Context: an optimization exercise on an open-source flow, tuned for small area. The choices shown serve that exercise and are no tape-out recipe.
Function was checked by simulation only, so behaviour that the tests miss may differ from the original.
Power and IR drop assume default switching activity.

east:
==> flow/design.v (excerpt) <==
module amp_frontend (
    input reset,
    input wire clk,
    input rx_in,
    input nerror_in,
    output i2s_bck,
    output i2s_ws,
    output i2s_d0,
    output i2c_sda,
    output i2c_scl,
    output nenable_out,
    output nmute_out);
Size in the first run: ~500 cells after synthesis, ~4200 um2 of cells after synthesis.
==> module spdif_decoder, before the edit <==
module spdif_decoder (
    input clk_in,
    input reset,             
    input rx_in,
    output i2s_bck,
    output i2s_ws,
    output i2s_d0,
    output init_st);         
  reg [2:0] corr;
  always @(posedge clk_in, posedge reset)
    if (reset) corr <= 3'b000;
    else       corr <= {corr[1:0], rx_in};
  wire rxedge = corr[2] ^ corr[1];
  wire rxup   = rxedge & corr[1];
  wire rxdown = rxedge & !corr[1];
  reg [7:0] bckcnt;
  reg [7:0] bitlen;
  reg bitedge;
  reg diffnz;
  reg bck_reg;
  reg phase;
  wire bck_hi = ((bckcnt >= 8'd18) & (bckcnt <= 8'd34)) |
                ((bckcnt >= 8'd52) & (bckcnt <= 8'd68)) |
                ((bckcnt >= 8'd86) & (bckcnt <= 8'd102));
  wire flip = ((bckcnt >= 8'd43) & (bckcnt <= 8'd58) & diffnz) |
              ((bckcnt >= 8'd77) & (bckcnt <= 8'd92));
  always @(posedge clk_in, posedge reset)
    if (reset) begin
      bckcnt  <= 8'h00;
      bitedge <= 1'b1;
      diffnz  <= 1'b0;
      bck_reg <= 1'b0;
      phase   <= 1'b0;
    end else begin
      bitedge <= rxedge;
      if (rxup) begin
        bckcnt <= 8'h00;
        diffnz <= 1'b0;
        if (flip) phase <= !phase;
      end else if (rxdown) begin
        diffnz <= (bckcnt != 8'h00);
      end else begin
        bckcnt  <= bckcnt + 8'h01;
        bck_reg <= bck_hi ^ !phase;
      end
    end
  assign i2s_bck = bck_reg;
  wire le20 = bitlen <= 8'd20;
  wire le38 = bitlen <= 8'd38;
  wire lt42 = bitlen <  8'd42;
  wire gt42 = bitlen >  8'd42;
  reg [3:0] st;
  reg [4:0] idx;
  reg ws_reg, d0_reg;
  reg [23:0] bufL, bufR;
  assign i2s_ws = ws_reg;
  assign i2s_d0 = d0_reg;
  localparam [3:0] INIT_ST = 4'd7;
  localparam [3:0] SEARCH_ST = 4'd5;
  localparam [3:0] S0_ST = 4'd12;
  localparam [3:0] B_ST = 4'd13;
  localparam [3:0] B1_ST = 4'd1;
  localparam [3:0] W_ST = 4'd0;
  localparam [3:0] W1_ST = 4'd3;
  localparam [3:0] M_ST = 4'd10;
  localparam [3:0] M1_ST = 4'd2;
  localparam [3:0] X2L_ST = 4'd9;
  localparam [3:0] W2_ST = 4'd8;
  localparam [3:0] F10_ST = 4'd6;
  localparam [3:0] F11_ST = 4'd4;
  localparam [3:0] F0_ST = 4'd14;
  reg [3:0] st_next;
  always @* begin
    st_next = st;
    case (st)
      INIT_ST:   st_next = SEARCH_ST;
      SEARCH_ST: if (bitedge & gt42) st_next = S0_ST;
      S0_ST:     if (bitedge) st_next = le20 ? B_ST : le38 ? W_ST : gt42 ? M_ST : SEARCH_ST;
      B_ST:      if (bitedge & le20) st_next = B1_ST;
      B1_ST:     if (bitedge & !lt42) st_next = X2L_ST;
      W_ST:      if (bitedge & le20) st_next = W1_ST;
      W1_ST:     if (bitedge & !le20 & lt42) st_next = W2_ST;
      M_ST:      if (bitedge & le20) st_next = M1_ST;
      M1_ST:     if (bitedge & le20) st_next = X2L_ST;
      X2L_ST, W2_ST: if (bitedge) st_next = le20 ? F10_ST : F0_ST;
      F10_ST:    if (bitedge & le20) st_next = F11_ST;
      F11_ST, F0_ST: if (bitedge) begin
                   if (le20) st_next = F10_ST;
                   else if (lt42) st_next = F0_ST;
                   else if (gt42) st_next = S0_ST;
                 end
      default:   st_next = SEARCH_ST;
    endcase
  end
  wire init_st_w = (st == INIT_ST);
  wire data_st  = (st == F11_ST) | (st == F0_ST);
  wire sync2_st = (st == X2L_ST) | (st == W2_ST);
  wire w2_st    = (st == W2_ST);
  wire search_st = (st == SEARCH_ST);
  wire newbit   = (st == F11_ST);
  assign init_st = init_st_w;
  wire in24 = idx < 5'd24;
  wire shift = data_st & bitedge & in24;
  always @(posedge clk_in, posedge reset)
    if (reset) begin
      st     <= INIT_ST;
      ws_reg <= 1'b0;
      d0_reg <= 1'b0;
    end else begin
      st <= st_next;
      if (sync2_st) ws_reg <= w2_st;
      else if (init_st_w | search_st) ws_reg <= 1'b0;
      if (init_st_w) d0_reg <= 1'b0;
      else if (data_st & in24) d0_reg <= ws_reg ? bufL[idx] : bufR[idx];
    end
  always @(posedge clk_in) begin
    if (init_st_w) begin
      bufL <= 24'h0;
      bufR <= 24'h0;
    end else begin
      if (shift & !ws_reg) bufL <= {bufL[22:0], newbit};
      if (shift & ws_reg)  bufR <= {bufR[22:0], newbit};
    end
  end
  always @(posedge clk_in) begin
    bitlen <= bitedge ? 8'h00 : bitlen + 8'h01;
    if (sync2_st) idx <= 5'd0;
    else if (data_st & bitedge) idx <= idx + 5'd1;
  end
endmodule
Settings: LEC_CHECK=0, CAP_MARGIN=20, CORE_MARGIN=2, CORE_UTILIZATION=40, SLEW_MARGIN=20; clock period 10.0 ns.
standard.sh (not shown) runs the stock make flow with config.mk's settings and CLKGATE_MAP_FILE= SYNTH_SCRIPT=/design/flow/synth_recipe.tcl, a recipe that flattens the netlist after the stock synthesis.
==> flow/flow/run.sh <==
#!/bin/bash
# The standard layout (standard.sh) with three changes:
#  - synthesis maps the logic with an area-oriented ABC recipe (area.abc,
#    best of a few seeds) and
#    leaves adders to ABC instead of mapping them to adder cells first;
#  - the clock tree is built without dummy load cells;
#  - ports get minimum-size buffers.
# make's output goes to standard.log; each tool's log is in orfs/logs.
set -euo pipefail
W=$PWD
export AREA_ABC_SCRIPT=$W/flow/area.abc
export FLOW_SYNTH_TCL=$W/synth_recipe.tcl
export AREA_ABC_DIR=$W/abc_runs
mkdir -p $AREA_ABC_DIR
export ADDER_MAP_FILE=
export CTS_ARGS="-sink_clustering_enable -repair_clock_nets -dont_use_dummy_load -buf_list {sky130_fd_sc_hd__clkbuf_4 sky130_fd_sc_hd__clkbuf_8}"
export BUFFER_PORTS_ARGS="-buffer_cell sky130_fd_sc_hd__buf_1"
sed "s#SYNTH_SCRIPT=[^ ]*#SYNTH_SCRIPT=$W/flow/area_synth.tcl#" standard.sh > area_standard.sh
grep -q "SYNTH_SCRIPT=$W/flow/area_synth.tcl" area_standard.sh
bash area_standard.sh > standard.log 2>&1
Other scripts of this flow, unchanged in this note and not shown: flow/flow/area.abc, flow/flow/area_synth.tcl
Here is what was changed in the inputs of north compared with east.
-- flow/design.v --
<<< east, line 107
      ws_reg <= 1'b0;
      d0_reg <= 1'b0;
    end else begin
      st <= st_next;
>>> north, line 107
      ws_reg <= 1'b0;
      d0_reg <= 1'b0;
      bufL   <= 24'h0;
      bufR   <= 24'h0;
    end else begin
      st <= st_next;
<<< east, line 113
      if (init_st_w) d0_reg <= 1'b0;
      else if (data_st & in24) d0_reg <= ws_reg ? bufL[idx] : bufR[idx];
    end
  always @(posedge clk_in) begin
    if (init_st_w) begin
      bufL <= 24'h0;
      bufR <= 24'h0;
    end else begin
      if (shift & !ws_reg) bufL <= {bufL[22:0], newbit};
      if (shift & ws_reg)  bufR <= {bufR[22:0], newbit};
    end
  end
  always @(posedge clk_in) begin
    bitlen <= bitedge ? 8'h00 : bitlen + 8'h01;
>>> north, line 115
      if (init_st_w) d0_reg <= 1'b0;
      else if (data_st & in24) d0_reg <= ws_reg ? bufL[idx] : bufR[idx];
      if (shift & !ws_reg) bufL <= {bufL[22:0], newbit};
      if (shift & ws_reg)  bufR <= {bufR[22:0], newbit};
    end
  always @(posedge clk_in) begin
    bitlen <= bitedge ? 8'h00 : bitlen + 8'h01;
- north went all the way through the flow, and no timing, DRC or antenna check failed.
- Diff east..north | post-synthesis register bit count | unchanged
- Summary of the comparison: sequential share of cell area is higher in north, relative to east.
- Compared with east, north shows a lower clock period minus final worst setup slack.
- Per the comparison of north with east, signed area change from the synthesized netlist to the final layout was more or less identical, proportion of power drawn by combinational gates -4.3 points, final cell count lost 1.8%, transition at the pin with the smallest max-transition slack went down, last weighted congestion value of the routability-driven placer moved up.
- In the flow results for east and north, the die height is larger on north.
- Diff east -> north | number of cell instances on the worst register-to-register path | increase of 3
- Diff east -> north | maximum frequency | up by a few percent
- Across both runs, total power was lower for north than for east.
- Looking at detailed-routing iteration count for the pre-antenna-repair pass across east and north, the one that comes out higher is north.

* * *

Another version of the RTL of amp_frontend (not shown whole).
Size in the first run: ~100 flip-flops, about 11 I/O pins, roughly 4400 µm² of cells after synthesis.
==> flow/design.v (excerpt) <==
module amp_frontend (
    input reset,
    input wire clk,
    input rx_in,
    input nerror_in,
    output i2s_bck,
    output i2s_ws,
    output i2s_d0,
    output i2c_sda,
    output i2c_scl,
    output nenable_out,
    output nmute_out);
==> module spdif_decoder, before the edit <==
module spdif_decoder (
    input clk_in,
    input reset,             
    input rx_in,
    output i2s_bck,
    output i2s_ws,
    output i2s_d0,
    output init_st);         
  reg [2:0] corr;
  always @(posedge clk_in, posedge reset)
    if (reset) corr <= 3'b000;
    else       corr <= {corr[1:0], rx_in};
  wire rxedge = corr[2] ^ corr[1];
  wire rxup   = rxedge & corr[1];
  wire rxdown = rxedge & !corr[1];
  reg [7:0] bckcnt;
  reg [7:0] bitlen;
  reg bitedge;
  reg diffnz;
  reg bck_reg;
  reg phase;
  wire bck_hi = ((bckcnt >= 8'd18) & (bckcnt <= 8'd34)) |
                ((bckcnt >= 8'd52) & (bckcnt <= 8'd68)) |
                ((bckcnt >= 8'd86) & (bckcnt <= 8'd102));
  wire flip = ((bckcnt >= 8'd43) & (bckcnt <= 8'd58) & diffnz) |
              ((bckcnt >= 8'd77) & (bckcnt <= 8'd92));
  always @(posedge clk_in, posedge reset)
    if (reset) begin
      bckcnt  <= 8'h00;
      bitlen  <= 8'hff;
      diffnz  <= 1'b0;
      bck_reg <= 1'b0;
      phase   <= 1'b0;
    end else begin
      bitlen  <= bitedge ? 8'h00 : bitlen + 8'h01;
      if (rxup) begin
        bckcnt <= 8'h00;
        diffnz <= 1'b0;
        if (flip) phase <= !phase;
      end else if (rxdown) begin
        diffnz <= (bckcnt != 8'h00);
      end else begin
        bckcnt  <= bckcnt + 8'h01;
        bck_reg <= bck_hi ^ !phase;
      end
    end
  assign i2s_bck = bck_reg;
  wire le20 = bitlen <= 8'd20;
  wire le38 = bitlen <= 8'd38;
  wire lt42 = bitlen <  8'd42;
  wire gt42 = bitlen >  8'd42;
  reg [3:0] st;
  reg [4:0] idx;
  reg ws_reg, d0_reg;
  reg [23:0] bufL, bufR;
  assign i2s_ws = ws_reg;
  assign i2s_d0 = d0_reg;
  localparam [3:0] INIT_ST = 4'd7;
  localparam [3:0] SEARCH_ST = 4'd5;
  localparam [3:0] S0_ST = 4'd12;
  localparam [3:0] B_ST = 4'd13;
  localparam [3:0] B1_ST = 4'd1;
  localparam [3:0] W_ST = 4'd0;
  localparam [3:0] W1_ST = 4'd3;
  localparam [3:0] M_ST = 4'd10;
  localparam [3:0] M1_ST = 4'd2;
  localparam [3:0] X2L_ST = 4'd9;
  localparam [3:0] W2_ST = 4'd8;
  localparam [3:0] F10_ST = 4'd6;
  localparam [3:0] F11_ST = 4'd4;
  localparam [3:0] F0_ST = 4'd14;
  reg [3:0] st_next;
  always @* begin
    st_next = st;
    case (st)
      INIT_ST:   st_next = SEARCH_ST;
      SEARCH_ST: if (bitedge & gt42) st_next = S0_ST;
      S0_ST:     if (bitedge) st_next = le20 ? B_ST : le38 ? W_ST : gt42 ? M_ST : SEARCH_ST;
      B_ST:      if (bitedge & le20) st_next = B1_ST;
      B1_ST:     if (bitedge & !lt42) st_next = X2L_ST;
      W_ST:      if (bitedge & le20) st_next = W1_ST;
      W1_ST:     if (bitedge & !le20 & lt42) st_next = W2_ST;
      M_ST:      if (bitedge & le20) st_next = M1_ST;
      M1_ST:     if (bitedge & le20) st_next = X2L_ST;
      X2L_ST, W2_ST: if (bitedge) st_next = le20 ? F10_ST : F0_ST;
      F10_ST:    if (bitedge & le20) st_next = F11_ST;
      F11_ST, F0_ST: if (bitedge) begin
                   if (le20) st_next = F10_ST;
                   else if (lt42) st_next = F0_ST;
                   else if (gt42) st_next = S0_ST;
                 end
      default:   st_next = SEARCH_ST;
    endcase
  end
  wire init_st_w = (st == INIT_ST);
  wire data_st  = (st == F11_ST) | (st == F0_ST);
  wire sync2_st = (st == X2L_ST) | (st == W2_ST);
  wire w2_st    = (st == W2_ST);
  wire search_st = (st == SEARCH_ST);
  wire newbit   = (st == F11_ST);
  assign init_st = init_st_w;
  wire in24 = idx < 5'd24;
  wire shift = data_st & bitedge & in24;
  always @(posedge clk_in, posedge reset)
    if (reset) begin
      st     <= INIT_ST;
      ws_reg <= 1'b0;
      d0_reg <= 1'b0;
      bufL   <= 24'h0;
      bufR   <= 24'h0;
    end else begin
      st <= st_next;
      if (sync2_st) ws_reg <= w2_st;
      else if (init_st_w | search_st) ws_reg <= 1'b0;
      if (init_st_w) d0_reg <= 1'b0;
      else if (data_st & in24) d0_reg <= ws_reg ? bufL[idx] : bufR[idx];
      if (shift & !ws_reg) bufL <= {bufL[22:0], newbit};
      if (shift & ws_reg)  bufR <= {bufR[22:0], newbit};
    end
  always @(posedge clk_in) begin
    bitedge <= rxedge;
    if (sync2_st) idx <= 5'd0;
    else if (data_st & bitedge) idx <= idx + 5'd1;
  end
endmodule
Settings: LEC_CHECK=0, CAP_MARGIN=20, CORE_MARGIN=2, CORE_UTILIZATION=40, SLEW_MARGIN=20; clock period 10.0 ns.
==> flow/flow/area.abc <==
strash
&get -n
&fraig -x
&put
scorr
dc2
strash
&get -n
&deepsyn -T 30 -S SEED
&put
dch -f
amap
==> flow/flow/area_synth.tcl <==
# The standard flow's synthesis script (synth_recipe.tcl, which sources ORFS's synth.tcl)
# with one change: the ABC call uses the area-oriented recipe in area.abc
# instead of ORFS's speed script. The recipe's &deepsyn step is run with a
# few random seeds and the mapping with the smallest cell area is kept.
# Registers are mapped before ABC runs, so they are the same as in the
# standard synthesis.
proc abc {args} {
  set i [lsearch $args -script]
  set lib [lindex $args [expr {[lsearch $args -liberty] + 1}]]
  set recipe [read [set f [open $::env(AREA_ABC_SCRIPT)]]][close $f]
  yosys design -save pre_abc
  set best_area ""
  foreach seed {1 3 7 11 13 19 29 37} {
    yosys design -load pre_abc
    set script $::env(AREA_ABC_DIR)/area_seed$seed.abc
    set f [open $script w]
    puts -nonewline $f [string map [list SEED $seed] $recipe]
    close $f
    if {$i >= 0} { lset args [expr {$i + 1}] $script }
    yosys abc {*}$args
    yosys tee -q -o $::env(AREA_ABC_DIR)/area_seed$seed.stat stat -liberty $lib
    set f [open $::env(AREA_ABC_DIR)/area_seed$seed.stat]
    regexp {Chip area for module [^:]*:\s*([0-9.]+)} [read $f] -> area
    close $f
    puts "area-oriented ABC, seed $seed: cell area $area"
    if {$best_area eq "" || $area < $best_area} {
      set best_area $area
      set best_seed $seed
      yosys design -save best_abc
    }
  }
  puts "area-oriented ABC: keeping seed $best_seed ($best_area)"
  yosys design -load best_abc
}
source $::env(FLOW_SYNTH_TCL)
Scripts as last shown in full above: flow/flow/run.sh
Edit:
--- a/flow/design.v
+++ b/flow/design.v
@@ -28,10 +28,12 @@
     if (reset) begin
       bckcnt  <= 8'h00;
       bitlen  <= 8'hff;
+      bitedge <= 1'b0;
       diffnz  <= 1'b0;
       bck_reg <= 1'b0;
       phase   <= 1'b0;
     end else begin
+      bitedge <= rxedge;
       bitlen  <= bitedge ? 8'h00 : bitlen + 8'h01;
       if (rxup) begin
         bckcnt <= 8'h00;
@@ -55,20 +57,20 @@
   reg [23:0] bufL, bufR;
   assign i2s_ws = ws_reg;
   assign i2s_d0 = d0_reg;
-  localparam [3:0] INIT_ST = 4'd7;
-  localparam [3:0] SEARCH_ST = 4'd5;
-  localparam [3:0] S0_ST = 4'd12;
-  localparam [3:0] B_ST = 4'd13;
-  localparam [3:0] B1_ST = 4'd1;
-  localparam [3:0] W_ST = 4'd0;
-  localparam [3:0] W1_ST = 4'd3;
-  localparam [3:0] M_ST = 4'd10;
-  localparam [3:0] M1_ST = 4'd2;
-  localparam [3:0] X2L_ST = 4'd9;
-  localparam [3:0] W2_ST = 4'd8;
-  localparam [3:0] F10_ST = 4'd6;
-  localparam [3:0] F11_ST = 4'd4;
-  localparam [3:0] F0_ST = 4'd14;
+  localparam [3:0] INIT_ST = 4'd15;
+  localparam [3:0] SEARCH_ST = 4'd7;
+  localparam [3:0] S0_ST = 4'd1;
+  localparam [3:0] B_ST = 4'd14;
+  localparam [3:0] B1_ST = 4'd8;
+  localparam [3:0] W_ST = 4'd13;
+  localparam [3:0] W1_ST = 4'd5;
+  localparam [3:0] M_ST = 4'd2;
+  localparam [3:0] M1_ST = 4'd0;
+  localparam [3:0] X2L_ST = 4'd6;
+  localparam [3:0] W2_ST = 4'd4;
+  localparam [3:0] F10_ST = 4'd12;
+  localparam [3:0] F11_ST = 4'd9;
+  localparam [3:0] F0_ST = 4'd11;
   reg [3:0] st_next;
   always @* begin
     st_next = st;
@@ -104,12 +106,15 @@
   always @(posedge clk_in, posedge reset)
     if (reset) begin
       st     <= INIT_ST;
+      idx    <= 5'd0;
       ws_reg <= 1'b0;
       d0_reg <= 1'b0;
       bufL   <= 24'h0;
       bufR   <= 24'h0;
     end else begin
       st <= st_next;
+      if (sync2_st) idx <= 5'd0;
+      else if (data_st & bitedge) idx <= idx + 5'd1;
       if (sync2_st) ws_reg <= w2_st;
       else if (init_st_w | search_st) ws_reg <= 1'b0;
       if (init_st_w) d0_reg <= 1'b0;
@@ -117,11 +122,6 @@
       if (shift & !ws_reg) bufL <= {bufL[22:0], newbit};
       if (shift & ws_reg)  bufR <= {bufR[22:0], newbit};
     end
-  always @(posedge clk_in) begin
-    bitedge <= rxedge;
-    if (sync2_st) idx <= 5'd0;
-    else if (data_st & bitedge) idx <= idx + 5'd1;
-  end
 endmodule
 module timer_simple (
     input clk_in,
Effect: Total power falls by a quarter to a third; worst setup slack improves by 76 ps; clock skew rose by 6.5 ps; cell area rose slightly; count of clock-buffer cells in the layout stays the same; via count rose slightly; cell count decreases slightly; core utilization goes up by 0.23 points; non-clock buffer count is unchanged; routed wire length went up slightly.

## separate check: timing with driven ports
Ports are ideal in the flow. The routed layouts listed here were re-timed in OpenROAD.
Step 1 assumes that a clkbuf_16 drives the clock port and a buf_2 every other input.
Step 2 also shifts input and output timing later by t, the mid clock arrival at the registers, as if the neighbouring blocks saw the same clock.
Three values: no drivers, after step 1, after step 2; two values: the first two.
run	shift t [ns]	setup WS [ns]	hold slack, ns
east	0.380	5.610 / 5.579 / 5.959	0.365 / 0.365 / 0.365
north	0.379	5.837 / 5.802 / 6.181	0.359 / 0.359 / 0.359
the first run of note 2	0.383	5.681 / 5.649 / 6.032	0.369 / 0.369 / 0.369
the second run of note 2	0.386	5.757 / 5.723 / 6.108	0.356 / 0.356 / 0.356
After both steps setup and hold are still met in every run listed.
